Source: an optimization exercise on an open RTL-to-GDS flow (aim: small area). Production flows keep margins and buffers that such runs may drop.
Function was checked by simulation only, so behaviour that the tests miss may differ from the original.
Power figures rest on the tool's default switching activity, not on a simulated workload.

==> design/flow/config.mk <==
export PLATFORM = sky130hd
export DESIGN_NAME = flappy_core
export DESIGN_NICKNAME = flappy_core
export VERILOG_FILES = /design/flow/design.v
export SDC_FILE = /design/flow/constraint.sdc
export NUM_CORES = 4
export LEC_CHECK = 0
export CAP_MARGIN = 20
export CORE_MARGIN = 2
export CORE_UTILIZATION = 40
export SLEW_MARGIN = 20
==> design/flow/constraint.sdc <==
create_clock -name core_clock -period 10.0 [get_ports {clk}]
set_input_delay 2.0000 -clock core_clock [delete_from_list [all_inputs] [get_ports {clk}]]
set_output_delay 2.0000 -clock core_clock [all_outputs]
set_load 0.01 [all_outputs]
==> design/flow/design.v <==
`timescale 1ns / 1ps
module flappy_core(
	input clk,                   
	input rst,                   
	input clrn,                  
	input tick,                  
	input ps2_clk,               
	input ps2_data,              
	input [11:0] back_data,      
	input [11:0] bird_data,      
	output [18:0] rom_addr,      
	output hs,                   
	output vs,                   
	output [3:0] r,              
	output [3:0] g,              
	output [3:0] b,              
	output death,                
	output [11:0] wintime        
    );
	wire [8:0] vga_row;
	wire [9:0] vga_col;
	wire [11:0] vga_data;
	wire kw, ks, ka, kp;
	pic outpic(
		.clk(clk), .rst(rst), .tick(tick), .clrn(clrn), .rowaddr(vga_row), .coladdr(vga_col),
		.kw(kw), .ks(ks), .ka(ka), .kp(kp),
		.bird(bird_data), .back(back_data), .romaddr(rom_addr),
		.outRGB(vga_data), .death(death), .wintime(wintime)
	);
	vgac forvga(
		.vga_clk(clk), .rst(rst), .d_in(vga_data), .row_addr(vga_row), .col_addr(vga_col),
		.r(r), .g(g), .b(b), .hs(hs), .vs(vs)
	);
	ps2_ver2 outkey(
		.clk(clk), .rst(rst), .ps2_clk(ps2_clk), .ps2_data(ps2_data),
		.kw(kw), .ks(ks), .ka(ka), .kp(kp)
	);
endmodule
`timescale 1ns / 1ps
module pic(
	input clk,
	input rst,
	input tick,
	input clrn,
	input [8:0] rowaddr,
	input [9:0] coladdr,
	input kw, ks, ka, kp,
	input [11:0] bird,
	input [11:0] back,
	output reg [18:0] romaddr,
	output reg [11:0] outRGB,
	output reg death,
	output reg [11:0] wintime
);
	reg [8:0]  by;        
	reg [10:0] mp;        
	reg jr, jp;           
	reg isbird;
	reg ff;               
	wire clr = !clrn || jr;
	always @(posedge clk) begin
		if (rst) begin
			by <= 9'd0;
			mp <= 11'd0;
		end else if (tick) begin : step
			reg [8:0] y;
			y = (by == 9'd450) ? 9'd0 : by + {8'd0, !jp};
			if (kw && y >= 9'd10) y = y - 9'd3;
			by <= clr ? 9'd200 : y;
			mp <= clr ? 11'd0 : (mp == 11'd1920) ? 11'd0 : mp + {10'd0, !jp};
		end
	end
	always @(posedge clk) outRGB <= isbird ? bird : back;
	wire [11:0] S = {2'b0, coladdr} + {1'b0, mp};
	wire [1:0] j = (S < 12'd640) ? 2'd0 : (S < 12'd1280) ? 2'd1 : (S < 12'd1920) ? 2'd2 : 2'd3;
	wire [9:0] xg = S - {j, 7'd0} * 12'd5;
	wire c32 = (coladdr < 10'd32);
	wire in_a = (j == 2'd2) ? (xg >= 10'd120 && xg <= 10'd195) :
	            (j == 2'd1) ? (xg >= 10'd110 && xg <= 10'd200) :
	                          (xg >= 10'd120 && xg <= 10'd195);
	wire y_a  = (j == 2'd2) ? (by >= 9'd330 || by <= 9'd278) :
	            (j == 2'd1) ? (by >= 9'd150 || by <= 9'd98) :
	                          (by >= 9'd250 || by <= 9'd198);
	wire in_b = (j == 2'd0 || j == 2'd3) ? (xg >= 10'd440 && xg <= 10'd520) : ff;
	wire y_b  = (j == 2'd2) ? (by >= 9'd370 || by <= 9'd318) :
	            (j == 2'd1) ? (by >= 9'd110 || by <= 9'd58) :
	                          (by >= 9'd310 || by <= 9'd238);
	wire hit = c32 && ((in_a && y_a) || (in_b && y_b));
	wire jd = death || hit;
	wire sc = c32 && !jd && rowaddr == 9'd1 && (xg == 10'd200 || xg == 10'd520);
	wire clear = ks || !clrn;
	always @(posedge clk) begin
		if (rst) begin
			death <= 1'b0;
			wintime <= 12'd0;
			jr <= 1'b0;
			jp <= 1'b0;
		end else begin
			death <= clear ? 1'b0 : jd;
			wintime <= clear ? 12'd0 : wintime + {11'd0, sc};
			jr <= ka ? 1'b0 : (!clrn ? 1'b1 : jr);
			jp <= jp ^ kp;
		end
	end
	wire game = !jr && !death;
	wire [9:0] D = {1'b0, rowaddr} - {1'b0, by};
	wire birdpix = game && coladdr <= 10'd32 && D[9:5] == 5'd0 && bird != 12'hcc4;
	wire [9:0] src = game ? xg : coladdr;
	wire [2:0] k = jr ? 3'd4 : death ? 3'd3 : (j == 2'd3) ? 3'd0 : {1'b0, j};
	wire [9:0] T = {1'b0, src[9:1]} + {8'd0, !jr && death, 1'b0};
	wire [18:0] A = {rowaddr[8:1], 8'd0} + {rowaddr[8:1], 6'd0} + k * 19'd76800 + {9'd0, T};
	always @(posedge clk) begin
		if (rst) begin
			romaddr <= 19'd0;
		end else if (birdpix) begin
			romaddr[9:0] <= {D[4:0], coladdr[4:0]};
		end else begin
			romaddr <= A;
		end
	end
	always @(posedge clk) begin
		if (birdpix) begin
			isbird <= 1'b1;
		end else begin
			if (game) isbird <= 1'b0;
			ff <= (src >= 10'd440 && src <= 10'd520);
		end
	end
endmodule
`timescale 1ns / 1ps
module vgac(
	input            vga_clk,
	input            rst,
	input     [11:0] d_in,
	output     [8:0] row_addr,
	output reg [9:0] col_addr,
	output reg [3:0] r, g, b,
	output           hs, vs
);
	reg [9:0] row;
	reg first;                  
	always @(posedge vga_clk) first <= rst;
	wire eol = (col_addr == 10'd646);
	always @(posedge vga_clk) begin
		if (rst) begin
			col_addr <= 10'd871;
			row      <= 10'd989;
		end else begin
			if (!first) col_addr <= eol ? 10'd871 : col_addr + 10'd1;
			if (eol)
				row <= (row == 10'd489) ? 10'd989 : row + 10'd1;
		end
	end
	assign row_addr = row[8:0];
	assign hs = !(col_addr >= 10'd871 && col_addr <= 10'd966);
	assign vs = !(row == 10'd989 || row == 10'd990);
	wire rdn = !((col_addr >= 10'd1014 || col_addr <= 10'd629) && row <= 10'd479);
	always @(posedge vga_clk) begin
		r <= rdn ? 4'h0 : d_in[3:0];
		g <= rdn ? 4'h0 : d_in[7:4];
		b <= rdn ? 4'h0 : d_in[11:8];
	end
endmodule
`timescale 1ns / 1ps
module ps2_ver2(
	input clk,
	input rst,
	input ps2_clk,
	input ps2_data,
	output reg kw, ks, ka, kp
);
	reg [3:0] f;
	always @(posedge clk) begin
		if (rst) f <= 4'd0;
		else     f <= {f[2:0], ps2_clk};
	end
	wire ne = !f[0] & !f[1] & f[2] & f[3];
	reg [3:0] num;
	always @(posedge clk) begin
		if (rst)              num <= 4'd0;
		else if (num == 4'd11) num <= 4'd0;
		else if (ne)           num <= num + 4'd1;
	end
	reg ne1;
	always @(posedge clk) ne1 <= ne;
	reg [7:0] temp;
	always @(posedge clk) begin
		if (ne1 && num >= 4'd2 && num <= 4'd9)
			temp <= {ps2_data, temp[7:1]};
	end
	reg brk, ext;
	always @(posedge clk) begin
		if (rst) begin
			brk <= 1'b0; ext <= 1'b0;
			kw <= 1'b0; ks <= 1'b0; ka <= 1'b0; kp <= 1'b0;
		end else if (num == 4'd11) begin
			if (temp == 8'hE0) ext <= 1'b1;
			else if (temp == 8'hF0) brk <= 1'b1;
			else begin
				kw <= !ext && !brk && temp == 8'h1D;
				ks <= !ext && !brk && temp == 8'h1B;
				ka <= !ext && !brk && temp == 8'h1C;
				kp <= !ext && !brk && temp == 8'h4D;
				ext <= 1'b0; brk <= 1'b0;
			end
		end
	end
endmodule
==> design/flow/run.sh <==
#!/bin/bash
# synth_recipe.tcl (not shown) runs the flow's synth.tcl, then flattens the netlist and writes it again
# the make line also repeats each setting of config.mk as NAME=value (left out here)
make -C /OpenROAD-flow-scripts/flow DESIGN_CONFIG=/design/flow/config.mk WORK_HOME=/design/flow/orfs CLKGATE_MAP_FILE= SYNTH_SCRIPT=/design/flow/synth_recipe.tcl finish
==> results.txt <==
[cell type report]
| class | instances | area [um^2] |
|---|---|---|
| clock buffers | 20 | 456.7 |
| clock inverters | 11 | 112.6 |
| fillers | 1940 | 10090 |
| inverters | 47 | 176.4 |
| multi-input cells | 768 | 5155 |
| flip-flops and latches | 124 | 2572 |
| well taps | 265 | 331.6 |
| repair buffers | 77 | 760.7 |
[worst min-delay path by stage]
stage          depth (start not counted)                       from                     end  slack [ns]
2_1_floorplan                          1     outkey.ka$_SDFFE_PP0P_  outpic.jr$_SDFFE_PP0N_        0.40
3_3_place_gp                           1  outpic.outRGB[10]$_DFF_P_  forvga.b[2]$_SDFF_PN0_        0.41
3_5_place_dp                           1   outpic.outRGB[0]$_DFF_P_  forvga.r[0]$_SDFF_PN0_        0.41
4_1_cts                                1   outpic.outRGB[0]$_DFF_P_  forvga.r[0]$_SDFF_PN0_        0.42
5_1_grt                                1   outpic.outRGB[0]$_DFF_P_  forvga.r[0]$_SDFF_PN0_        0.45
6_report                               1  outpic.outRGB[11]$_DFF_P_  forvga.b[3]$_SDFF_PN0_        0.42
[flip-flops by register name (all words and copies together), names as in the netlist, 4 cells and up]
name and flops:
outpic.outRGB 12, forvga.b 4, outkey.num 4, forvga.row 10, outpic.by 9, forvga.col_addr 10, outpic.wintime 12, forvga.r 4
outpic.romaddr 19, outpic.mp 11, forvga.g 4, outkey.f 4, outkey.temp 8
[cells in the mapped netlist, drive strengths merged, types with 9 or more instances]
cell	instances
nand3	43
nor2	103
edfxtp	9
and3	10
a21oi	55
xor2	32
a21o	11
a31oi	9
ha	60
nor3	26
nand2	98
nand4	20
inv	43
nor4	10
clkbuf	35
o21ai	39
a211oi	9
nor2b	11
xnor2	45
dfxtp	115
and2	21
mux2	17
or3	14
[placed cells by master (no fill, tap or decap), types with 6 or more instances in the layout]
| cell type | netlist | routed |
|---|---|---|
| nand4_1 | 20 | 20 |
| a21o_1 | 11 | 11 |
| nor2_1 | 103 | 103 |
| o31ai_1 | 8 | 8 |
| nor4_1 | 10 | 10 |
| nand3_1 | 43 | 43 |
| clkbuf_16 | 0 | 17 |
| xnor2_1 | 45 | 45 |
| nor3_1 | 26 | 26 |
| nor4b_1 | 7 | 7 |
| a31o_2 | 6 | 6 |
| and3_1 | 10 | 10 |
| a311oi_1 | 6 | 6 |
| ha_1 | 60 | 60 |
| a21oi_1 | 55 | 55 |
| inv_1 | 42 | 42 |
| xor2_1 | 32 | 32 |
| a31oi_1 | 9 | 9 |
| or2_2 | 8 | 8 |
| a211oi_1 | 9 | 9 |
| and2_1 | 20 | 20 |
| dfxtp_1 | 115 | 115 |
| nand2_1 | 98 | 98 |
| or3_1 | 13 | 13 |
| clkdlybuf4s50_1 | 0 | 74 |
| mux2_2 | 17 | 17 |
| edfxtp_1 | 9 | 9 |
| mux2i_1 | 8 | 8 |
| nor2b_1 | 11 | 11 |
| o21ai_0 | 39 | 39 |
[power by group]
part,internal (W),switching (W)
registers,0.000513,0.0000162
logic,0.0000640,0.0000749
clock network,0.000356,0.000241
total,0.000933,0.000332
[layer usage]
layer / global-route usage / vias to the layer above / part of all wire
met5: 0 / - / 0
met4: 0.07330 / 0 / 0.025
met3: 0.03438 / 29 / 0.043
met2: 0.3031 / 179 / 0.44
met1: 0.2829 / 3359 / 0.49
li1: - / 3640 / -
[metrics by stage]
step                      cell area [um^2]  power [W]  std cells  hold slack (ns)  worst slack (ns)
after floorplan                       8071  0.0006245        982           0.4011             4.781
after global placement                8991  0.0006765       1281           0.4081             4.391
after detailed placement              8991  0.0006775       1281           0.4113             4.261
after CTS                             9560   0.001279       1312           0.4242             4.222
after global routing                  9565   0.001317       1312           0.4457             3.679
final                                 9565   0.001265       1312           0.4234             4.109
[critical path, delay by kind of cell, from the launching register on]
kind / cells / cell delay [ns]
compound gates: 11 / 2.30
mux: 1 / 0.35
xor+xnor: 2 / 0.45
buf+inv: 1 / 0.06
simple gates: 3 / 0.50
fa+ha+maj: 6 / 1.75
flops: 1 / 0.39
[kinds of logic (layout without fill, tap and decap cells)]
| family | count (synthesis) | in the layout | share of synthesized area |
|---|---|---|---|
| AND/OR/NAND/NOR | 401 | 401 | 0.2491 |
| adder cells (fa/ha/maj) | 65 | 65 | 0.1042 |
| AO/OA/AOI/OAI | 200 | 200 | 0.1676 |
| flip-flops | 124 | 124 | 0.3187 |
| XOR/XNOR | 77 | 77 | 0.08355 |
| buffers and inverters | 90 | 155 | 0.04325 |
| multiplexers | 25 | 25 | 0.03364 |
==> key figures <==
Detailed routing
  • Initial DRC Count: 545
  • Drt pass-1 iters: 5
  • Via count: 7,207
  • WL final: 21.18 mm
  • Via/cell ratio: 5.493
  • Drt drc: 0
  • Antenna viol nets, final: 0
  • Routed length per instance: 16.15 um

Flow run
  • Maximum capacitance violations: 0

STA
  • Final Skew: 0.01709 ns
  • Final Cycle Share: 0.5891
  • Slew HR: 0.4798
  • Setup repair after global routing missed its margin: false
  • Achievable Freq: 169.7 MHz
  • Final setup fails: 0
  • Tmin final: 5.891 ns
  • Fin. max-slew vios: 0
  • Worst slew pin tran: 0.7703 ns
  • Fin. Hold Viols: 0
  • Final TNS setup: 0 ns

Worst setup path
  • Crit path from: forvga.col_addr[0]$_SDFFE_PP1N_
  • Arrival @ worst endpoint: 6.21 ns
  • Slowest CP cell: fa_1
  • Worst Setup EP: outpic.romaddr[16]$_SDFFE_PP0N_
  • CP max stage delay: 0.47 ns
  • Reg2reg setup slack: 4.11 ns
  • Worst Path Max Fanout: 8
  • WP data required: 10.32 ns
  • Crit-path cells: ha_1 > fa_1 > a21oi_1 > o2bb2ai_1 > o21a_1 > a21oi_1 > o21bai_1 > xor2_1 > maj3_1 > o221a_2 > inv_1 > ha_1 > fa_1 > xor2_1 > mux2_2 > ha_1 > and3_1 > o21ai_0 > nand2_1 > a21o_1 > a21oi_1 > a311oi_1 > nor4b_1 > a311o_1
  • Startpoint Class: flip-flop
  • Worst reg2reg path depth: 24
  • Reg2reg start: forvga.col_addr[0]$_SDFFE_PP1N_
  • CP endpoint kind: flip-flop
  • Setup CP Type: flip-flop to flip-flop
  • R2r endpoint: outpic.romaddr[16]$_SDFFE_PP0N_

Global routing
  • Vias in the first global route: 6,619
  • Initial antenna violation count: 0
  • Total GRT Usage: 0.1991
  • First-pass GRT wire length: 34.33 mm
  • Pin count of the biggest net entering global routing: 51
  • GRT Residual Overflow: 0

Floorplan
  • Die Footprint: 0.02133 mm^2
  • Core Region: 0.01965 mm^2
  • Io pins: 76
  • Horiz. Die Dim: 146.1 um
  • Die Span Y: 146.1 um
  • Initial core utilization: 0.4107
  • Row cnt: 51

Synthesis
  • Synth top area share: 0.2852
  • Top_reg_cell synth: dfxtp_1
  • Synth Cell Area: 0.008071 mm^2
  • Cell taking the most area after synthesis: dfxtp_1
  • Synth cell types: 78
  • Post-synth ARST share: 0
  • Synth area leaders: dfxtp_1 29%, ha_1 9.3%, xnor2_1 4.9%, nor2_1 4.8%, nand2_1 4.6%
  • Syn nets: 1,076
  • Synth Instances: 982
  • Register area share after synthesis: 0.3187
  • Synth warn: 3
  • Syn Area/Cell: 8.219 um^2
  • Post-synth EDFFs: 9
  • Synthesized flop and latch total: 124

CTS
  • Clk latency of the worst-skew pair: 0.43 ns
  • CTS clock-pin slew for the worst setup and hold paths: 0.06 ns
  • CTS tree: built
  • Post-CTS Hold Fix Bufs: 0
  • Clk sinks: 124
  • Clock H-tree levels: 4
  • Root Driver: clkbuf_16
  • Clock Tree Buf Depth: 2
  • Post-CTS sizing: 0
  • Num CTS Buffers: 17
  • Post-CTS Setup Inserts: 0

Cells and area
  • Area growth, synth to finish: 18.51%
  • Share of layout cells above drive strength 1: 0.07450
  • Nets: 1,129
  • Final Util: 0.4867
  • Ant diodes: 0

Pwr
  • Pwr dens: 132.2 mW/mm^2
  • Worst VDD drop: 109.3 uV
  • Leak: 3.724 nW

Placement
  • GP Congestion: 0.8750
  • Port Buf Inserts: 75
  • Post-DP HPWL: 15.54 mm

Min path
  • Hold crit path type: flip-flop to flip-flop

Outcome
  • Status: no timing/DRC/antenna violations

static timing again, ports no longer ideal:
No port has a modelled driver above. Below, the same layout with a new extraction and two added sets of constraints.
Step 1, drivers: a clkbuf_16 drives clk and a buf_2 each remaining input, both assumed.
Step 2 moves the port delays by t, midway between the first and last clock arrival at a register: inputs arrive t later, outputs are due t later. That takes back most of the time a late clock gives input paths.
Three values: no drivers, after step 1, after step 2; two values: the first two.
t, ns: 0.470
slack for setup (ns): 4.109 / 4.109 / 4.109
latest minus earliest clock arrival (ns): 0.017 / 0.017
After both steps setup and hold are still met in this run. For this run, drivers alone change the setup slack by 0.000 ns; drivers and shift together by 0.000 ns.
